This is an optimization exercise on Yosys and OpenROAD, whose aim is small area and a short achievable clock period, not a production implementation. At most, simulation tests tie the RTL to the original design; equivalence was not proved. Power and IR drop assume default switching activity.

## try-juniper
==> flow/design.v (excerpt) <==
module DSP (a,b,c,d,clk,rst_n,p);
    parameter OPERATION = "ADD" ;
    input [17:0] a,b,d;
    input [47:0] c;
    input clk,rst_n;
    output reg [47:0] p;
    reg [17:0] a1, s1;
    reg [122:0] x;
    reg [47:0] r0, r1;
    wire [122:0] xn;
    wire [323:0] pp;
    genvar gi, gj;
    generate for (gi = 0; gi < 18; gi = gi + 1) begin : g_i
        for (gj = 0; gj < 18; gj = gj + 1) begin : g_j
            assign pp[gi*18+gj] = a1[gi] & s1[gj];
        end
    end endgenerate
    wire hs1, hk1;
    wire fs1, fk1;
    wire fs2, fk2;
    wire fs3, fk3;
    wire hs2, hk2;
    wire fs4, fk4;
    wire fs5, fk5;
    wire fs6, fk6;
    wire fs7, fk7;
    wire fs8, fk8;
    wire fs9, fk9;
    wire hs3, hk3;
    wire fs10, fk10;
    wire fs11, fk11;
    wire fs12, fk12;
    wire fs13, fk13;
    wire fs14, fk14;
    wire fs15, fk15;
    wire fs16, fk16;
    wire fs17, fk17;
    wire fs18, fk18;
    wire hs4, hk4;
    wire fs19, fk19;
    wire fs20, fk20;
    wire fs21, fk21;
    wire fs22, fk22;
    wire fs23, fk23;
    wire fs24, fk24;
    wire fs25, fk25;
    wire fs26, fk26;
    wire fs27, fk27;
    wire fs28, fk28;
    wire fs29, fk29;
    wire fs30, fk30;
    wire hs5, hk5;
    wire fs31, fk31;
    wire fs32, fk32;
    wire fs33, fk33;
    wire fs34, fk34;
    wire fs35, fk35;
    wire fs36, fk36;
    wire fs37, fk37;
    wire fs38, fk38;
    wire fs39, fk39;
    wire fs40, fk40;
    wire fs41, fk41;
    wire fs42, fk42;
    wire fs43, fk43;
    wire fs44, fk44;
    wire fs45, fk45;
    wire hs6, hk6;
  ...
clock: 7.0 ns
lec_check: 0
cap_margin: 20
core_margin: 2
core_utilization: 50
setup_slack_margin: 4.3
slew_margin: 20
synth_hierarchical: 1
synth_minimum_keep_size: 0
run.sh (not shown) runs the stock make flow with config.mk's settings and CLKGATE_MAP_FILE= SYNTH_SCRIPT=/design/flow/synth_recipe.tcl, a recipe that flattens the netlist after the stock synthesis.
Modified inputs, try-garnet compared to try-juniper
# try-juniper
export LEC_CHECK = 0
export CAP_MARGIN = 20
export CORE_MARGIN = 2
export CORE_UTILIZATION = 50
export SETUP_SLACK_MARGIN = 4.3
export SLEW_MARGIN = 20
export SYNTH_HIERARCHICAL = 1
export SYNTH_MINIMUM_KEEP_SIZE = 0
create_clock -name core_clock -period 7.0 [get_ports {clk}]
# try-garnet
export LEC_CHECK = 0
export ABC_CLOCK_PERIOD_IN_PS = 1500
export CAP_MARGIN = 20
export CORE_MARGIN = 2
export CORE_UTILIZATION = 60
export CTS_BUF_LIST = sky130_fd_sc_hd__clkbuf_4
export SETUP_SLACK_MARGIN = 4.3
export SLEW_MARGIN = 20
export SYNTH_HIERARCHICAL = 1
export SYNTH_MINIMUM_KEEP_SIZE = 0
create_clock -name core_clock -period 7.0 [get_ports {clk}]
### Flow results
Of try-garnet and try-juniper, it is try-garnet that has the higher first-iteration DRC count.
Post-cts sizing count delta for try-garnet relative to try-juniper: 92 higher
try-garnet and try-juniper ended up with roughly the same weighted congestion reported at the end of routability-driven placement.
Diff try-juniper and try-garnet: portion of the layout cell area used by non-clock buffers lower in try-garnet
Share of total power consumed by net switching was lower in try-juniper than in try-garnet.
try-garnet -> try-juniper: basic-gate share of the synthesized area counting and, or, nand and nor cells delta 0, exact match
When the final numbers for try-juniper and try-garnet were put side by side, the sequential portion of the cell area turned out to be smaller in try-juniper.
Per the comparison of try-garnet with try-juniper, global-route met1 utilization up 3.0 points; via count higher; leakage power total fell by about 2%.
Against try-juniper, the final cell area of try-garnet is lower.
## Diff of input files: try-amber against try-garnet
# try-garnet
export LEC_CHECK = 0
export ABC_CLOCK_PERIOD_IN_PS = 1500
export CAP_MARGIN = 20
export CORE_MARGIN = 2
export CORE_UTILIZATION = 60
export CTS_BUF_LIST = sky130_fd_sc_hd__clkbuf_4
export SETUP_SLACK_MARGIN = 4.3
export SLEW_MARGIN = 20
export SYNTH_HIERARCHICAL = 1
export SYNTH_MINIMUM_KEEP_SIZE = 0
create_clock -name core_clock -period 7.0 [get_ports {clk}]
# try-amber
export LEC_CHECK = 0
export CAP_MARGIN = 20
export CORE_MARGIN = 2
export CORE_UTILIZATION = 50
export SLEW_MARGIN = 20
export SYNTH_HIERARCHICAL = 1
export SYNTH_MINIMUM_KEEP_SIZE = 0
create_clock -name core_clock -period 7.0 [get_ports {clk}]
Notes after the runs:
- On fraction of the core area covered by cells at the end of the flow, the lower figure sits with try-amber, not try-garnet.
- Diff try-garnet -> try-amber: first-iteration DRC count decreased by 104 relative to the old numbers, layout-stage area growth over the synthesis result decreased by 0.34 points relative to the old numbers, quantity of gates resized following cts decreased by 244 relative to the old numbers, clock power increased by about 24% relative to the old numbers.
- try-amber: total number of H-tree levels 1 below try-garnet
- Area of combinational cells with multiple inputs: try-amber < try-garnet
- try-garnet → try-amber: starting density of the core shows a reduction of 10 points, internal cell power shows an increase of 3.7%.
No run of this note included a check of the RTL's function; only the layout flow was run.

---

## xenon
DSP, a different RTL version from the one above (not shown whole).
Size: ~1500 cells after synthesis, roughly 290 flip-flops.
clock: 7.0 ns
lec_check: 0
cap_margin: 20
core_margin: 2
core_utilization: 60
cts_buf_list: sky130_fd_sc_hd__clkbuf_8
setup_slack_margin: 4.7
slew_margin: 20
synth_hierarchical: 1
synth_minimum_keep_size: 0
standard.sh (not shown) runs the stock make flow with config.mk's settings and CLKGATE_MAP_FILE= SYNTH_SCRIPT=/design/flow/synth_recipe.tcl, a recipe that flattens the netlist after the stock synthesis.
==> flow/flow/run.sh <==
#!/bin/bash
# Standard ORFS layout (the standard.sh, unchanged synthesis), except that the
# input and output ports are buffered with a plain buffer cell instead of the
# delay-type buffer that buffer_ports picks by default.
set -euo pipefail
bash standard.sh "BUFFER_PORTS_ARGS=-buffer_cell sky130_fd_sc_hd__buf_2" finish > orfs_make.log 2>&1
The flow did not stop early for xenon: all stages ran, and the layout cleared the timing, design-rule and antenna checks.
### xenon -> fjord
- a change of CORE_UTILIZATION from 60 to 70
- a change of SETUP_SLACK_MARGIN from 4.7 to 4.5
==> run notes <==
- [fjord vs xenon] share of power burned in the clock network: higher in fjord
- Per the comparison of fjord with xenon, non-clock buffer count lost about 15%, buffer share of cell area now smaller.
- Compared xenon against fjord; proportion of cell area occupied by multi-input gates within noise.
> inputs changed (fjord -> sierra)
- changing CORE_UTILIZATION from 70 to 60
Results
fjord -> sierra: combined flip-flop and latch cell area delta 0, exact match. Lower utilization after layout among sierra and fjord: sierra. sierra reports a lower met2 layer usage reported by global route than fjord does. Of sierra and fjord, sierra shows the lower fraction of the cycle the final worst path needs, with fjord above it. Met3 wire length: higher on fjord. For the non-clock buffer area fraction after layout, sierra came in 0.17 points lower than fjord did. Going from fjord to sierra, overall power of the completed layout shrinks by 130 uW. Taking fjord as the reference, in sierra finished layout cell area rose by 0.41%; setup slack rose by 0.15 ns; first-pass iteration count of the detailed router rose by 1. Well-tap cell count is higher on sierra.
Inputs modified between sierra and delta:
- clearing CTS_BUF_LIST, which used to be sky130_fd_sc_hd__clkbuf_8
Notes after the runs:
Hold slack delta for delta relative to sierra: 0.0076 ns higher. Compared with sierra, detailed route wirelength on metal2 in delta increased by a few percent. Portion of total power attributed to the clock network, delta and sierra: higher on delta. Delta (delta minus sierra): via count shows no meaningful change; post-synthesis cell area level; cell area climbed about 1.1%; total power now sits higher; delay contributed by the slowest stage of the critical path went down 0.17 ns. Going from sierra to delta, fraction of area in registers shrinks by 0.40 points. The worst path buffer plus inverter count number comes out lower for sierra vs delta. Diff sierra -> delta | routed length on met1 | up slightly.

---

## run A
Another version of the RTL of DSP (not shown whole).
Size: ~1500 cells after synthesis, ~290 flip-flops, roughly 150 I/O pins, roughly 18000 um^2 of cells after synthesis.
==> flow/config.mk <==
export PLATFORM = sky130hd
export DESIGN_NAME = DSP
export DESIGN_NICKNAME = DSP
export VERILOG_FILES = /design/flow/design.v
export SDC_FILE = /design/flow/constraint.sdc
export NUM_CORES = 4
export LEC_CHECK = 0
export CAP_MARGIN = 20
export CORE_MARGIN = 2
export CORE_UTILIZATION = 60
export CTS_BUF_LIST = sky130_fd_sc_hd__clkbuf_8
export CTS_CLUSTER_DIAMETER = 60
export CTS_CLUSTER_SIZE = 16
export SETUP_SLACK_MARGIN = 4.55
export SLEW_MARGIN = 20
export SYNTH_HIERARCHICAL = 1
export SYNTH_MINIMUM_KEEP_SIZE = 0
==> flow/constraint.sdc <==
create_clock -name core_clock -period 7.0 [get_ports {clk}]
set_input_delay 1.4000 -clock core_clock [delete_from_list [all_inputs] [get_ports {clk}]]
set_output_delay 1.4000 -clock core_clock [all_outputs]
set_load 0.01 [all_outputs]
==> flow/flow/run.sh <==
#!/bin/bash
# Standard ORFS layout (the standard.sh, unchanged synthesis), except:
# - the input and output ports are buffered with a plain buf_1 instead of the
#   delay-type buffer that buffer_ports picks by default;
# - clock tree synthesis inserts no dummy load cells.
set -euo pipefail
bash standard.sh \
  "BUFFER_PORTS_ARGS=-buffer_cell sky130_fd_sc_hd__buf_1" \
  "CTS_ARGS=-sink_clustering_enable -repair_clock_nets -sink_clustering_size 16 -sink_clustering_max_diameter 60 -buf_list sky130_fd_sc_hd__clkbuf_8 -dont_use_dummy_load" \
  finish > orfs_make.log 2>&1
Changes in run B relative to run A:
# run A
export LEC_CHECK = 0
export CAP_MARGIN = 20
export CORE_MARGIN = 2
export CORE_UTILIZATION = 60
export CTS_BUF_LIST = sky130_fd_sc_hd__clkbuf_8
export CTS_CLUSTER_DIAMETER = 60
export CTS_CLUSTER_SIZE = 16
export SETUP_SLACK_MARGIN = 4.55
export SLEW_MARGIN = 20
export SYNTH_HIERARCHICAL = 1
export SYNTH_MINIMUM_KEEP_SIZE = 0
create_clock -name core_clock -period 7.0 [get_ports {clk}]
# run B
export LEC_CHECK = 0
export CAP_MARGIN = 20
export CORE_MARGIN = 2
export CORE_UTILIZATION = 67
export CTS_BUF_LIST = sky130_fd_sc_hd__clkbuf_8
export CTS_CLUSTER_DIAMETER = 60
export CTS_CLUSTER_SIZE = 16
export SETUP_SLACK_MARGIN = 4.5
export SLEW_MARGIN = 20
export SYNTH_HIERARCHICAL = 1
export SYNTH_MINIMUM_KEEP_SIZE = 0
create_clock -name core_clock -period 7.0 [get_ports {clk}]
==> run notes <==
- Run B finished end to end and its layout was clean on timing, DRC and antenna.
- Of run B and run A, the higher total clock buffers created by CTS belongs to run A.
- Changes observed in run B relative to run A: sequential share of layout area increased by 0.33 points relative to the old numbers; hold slack closely matched the old numbers; global-route usage increased by 1.9 points relative to the old numbers; vias per cell increased by about 3.7% relative to the old numbers.
- From run A to run B the numbers moved as follows: total power consumption of the routed design shows no meaningful change; final critical-path setup slack shows an increase of 0.028 ns.
> inputs changed (run B -> run C)
# run B
export LEC_CHECK = 0
export CAP_MARGIN = 20
export CORE_MARGIN = 2
export CORE_UTILIZATION = 67
export CTS_BUF_LIST = sky130_fd_sc_hd__clkbuf_8
export CTS_CLUSTER_DIAMETER = 60
export CTS_CLUSTER_SIZE = 16
export SETUP_SLACK_MARGIN = 4.5
export SLEW_MARGIN = 20
export SYNTH_HIERARCHICAL = 1
export SYNTH_MINIMUM_KEEP_SIZE = 0
create_clock -name core_clock -period 7.0 [get_ports {clk}]
# run C
export LEC_CHECK = 0
export CAP_MARGIN = 20
export CORE_MARGIN = 2
export CORE_UTILIZATION = 60
export CTS_BUF_LIST = sky130_fd_sc_hd__clkbuf_8
export CTS_CLUSTER_DIAMETER = 60
export CTS_CLUSTER_SIZE = 16
export SETUP_SLACK_MARGIN = 4.6
export SLEW_MARGIN = 20
export SYNTH_HIERARCHICAL = 1
export SYNTH_MINIMUM_KEEP_SIZE = 0
create_clock -name core_clock -period 7.0 [get_ports {clk}]
==> comparison <==
| first-pass iteration count of the detailed router | run C vs run B | 9 lower |
Run comparison: run B type of the worst setup path input port to flip-flop; run C type of the worst setup path flip-flop to flip-flop
[compare] base=run B new=run C: total power higher; first-pass GRT wire length roughly the same.
Relative to run B, final critical delay including setup and external delays has gone up in run C.
Changes in run D relative to run C:
# run C
export LEC_CHECK = 0
export CAP_MARGIN = 20
export CORE_MARGIN = 2
export CORE_UTILIZATION = 60
export CTS_BUF_LIST = sky130_fd_sc_hd__clkbuf_8
export CTS_CLUSTER_DIAMETER = 60
export CTS_CLUSTER_SIZE = 16
export SETUP_SLACK_MARGIN = 4.6
export SLEW_MARGIN = 20
export SYNTH_HIERARCHICAL = 1
export SYNTH_MINIMUM_KEEP_SIZE = 0
create_clock -name core_clock -period 7.0 [get_ports {clk}]
# run D
export LEC_CHECK = 0
export CAP_MARGIN = 20
export CORE_MARGIN = 2
export CORE_UTILIZATION = 60
export CTS_BUF_LIST = sky130_fd_sc_hd__clkbuf_8
export CTS_CLUSTER_DIAMETER = 60
export CTS_CLUSTER_SIZE = 16
export PLACE_DENSITY = 0.75
export SETUP_SLACK_MARGIN = 4.5
export SLEW_MARGIN = 20
export SYNTH_HIERARCHICAL = 1
export SYNTH_MINIMUM_KEEP_SIZE = 0
create_clock -name core_clock -period 7.0 [get_ports {clk}]
Notes after the runs:
Highest metal layer used by the detailed router = met5: run D; highest metal layer used by the detailed router = met4: run C
Diff run C -> run D | total power | decrease of 2.1%
[compare] base=run C new=run D: delay contributed by the slowest stage of the critical path saw an increase, total of buffers placed on input and output ports stayed essentially flat, first-iteration DRC count rose by 30%, clock share of power moved up.
Comparing run C and run D, the higher combinational power is on run C.
The amount of wire on met2 after detailed routing reported for run D is greater than that of run C by about 1%.
The flow did not stop early for run D: all stages ran, and the layout cleared the timing, design-rule and antenna checks.
Looking at final critical-path required period across both flows, run D is the weaker of the two, with run C ahead.
On post-placement cell area, run C and run D are basically level.
Run D vs. run C: half-perimeter wire length of the detailed placement result shrank by 790 um, worst setup slack shrank by 0.030 ns.
The worst setup path startpoint comes out x[63] in one run and x[57] in the other, namely in run C and run D respectively.
[inputs] run E vs run D
# run D
export LEC_CHECK = 0
export CAP_MARGIN = 20
export CORE_MARGIN = 2
export CORE_UTILIZATION = 60
export CTS_BUF_LIST = sky130_fd_sc_hd__clkbuf_8
export CTS_CLUSTER_DIAMETER = 60
export CTS_CLUSTER_SIZE = 16
export PLACE_DENSITY = 0.75
export SETUP_SLACK_MARGIN = 4.5
export SLEW_MARGIN = 20
export SYNTH_HIERARCHICAL = 1
export SYNTH_MINIMUM_KEEP_SIZE = 0
create_clock -name core_clock -period 7.0 [get_ports {clk}]
# run E
export LEC_CHECK = 0
export CAP_MARGIN = 20
export CORE_MARGIN = 2
export CORE_UTILIZATION = 60
export CTS_BUF_LIST = sky130_fd_sc_hd__clkbuf_8
export SETUP_SLACK_MARGIN = 4.5
export SLEW_MARGIN = 20
export SYNTH_HIERARCHICAL = 1
export SYNTH_MINIMUM_KEEP_SIZE = 0
create_clock -name core_clock -period 7.0 [get_ports {clk}]
==> flow/flow/run.sh <==
#!/bin/bash
# Standard ORFS layout (the standard.sh, unchanged synthesis), except that the
# input and output ports are buffered with a plain buffer cell instead of the
# delay-type buffer that buffer_ports picks by default.
set -euo pipefail
bash standard.sh "BUFFER_PORTS_ARGS=-buffer_cell sky130_fd_sc_hd__buf_1" finish > orfs_make.log 2>&1
### Flow results
Cmp run E vs run D: smallest setup slack after layout higher in run E. Area growth from synthesis to final layout, run D and run E: larger value in run E. Top achievable clock speed was higher in the run labelled run E. Global-route usage (higher): run E. Run E vs run D: count of clock-buffer cells in the layout up by more than 100%. Run E against run D; power is up by a few percent. Run E against run D: switching share of total power went down; largest net degree at the start of global routing went down. Looking at maximum level of the CTS H-tree across run D and run E, the one that comes out higher is run E.

[re-timing with driven ports]
How much do the figures lean on ideal ports? The routed layouts below were timed once more, with nothing changed but the port constraints. Step 1 assumes that a clkbuf_16 drives the clock port and a buf_2 every other input. Step 2 also shifts input and output timing later by t, the mid clock arrival at the registers, as if the neighbouring blocks saw the same clock. a / b / c = ideal ports / drivers / drivers and shift; a / b = the first two.
run	t, ns	setup WS [ns]	slew at the worst register clock pin (ns)
try-juniper	0.587	4.042 / 4.057 / 3.470	0.06 / 0.06
try-garnet	0.730	4.191 / 4.206 / 3.476	0.07 / 0.07
try-amber	0.583	3.093 / 3.114 / 2.531	0.06 / 0.06
xenon	0.624	4.457 / 4.449 / 3.917	0.06 / 0.06
fjord	0.603	4.302 / 4.311 / 3.708	0.07 / 0.07
sierra	0.619	4.447 / 4.447 / 3.851	0.07 / 0.07
delta	0.565	4.430 / 4.437 / 3.889	0.06 / 0.06
run A	0.601	4.472 / 4.466 / 3.899	0.10 / 0.10
run B	0.598	4.500 / 4.466 / 3.920	0.10 / 0.10
run C	0.603	4.476 / 4.467 / 3.919	0.10 / 0.10
run D	0.607	4.446 / 4.446 / 3.905	0.10 / 0.10
run E	0.611	4.460 / 4.460 / 3.873	0.07 / 0.07
After both steps every run listed still meets setup and hold. For try-garnet, which loses most, drivers alone change the setup slack by +0.015 ns; drivers and shift together by -0.715 ns.
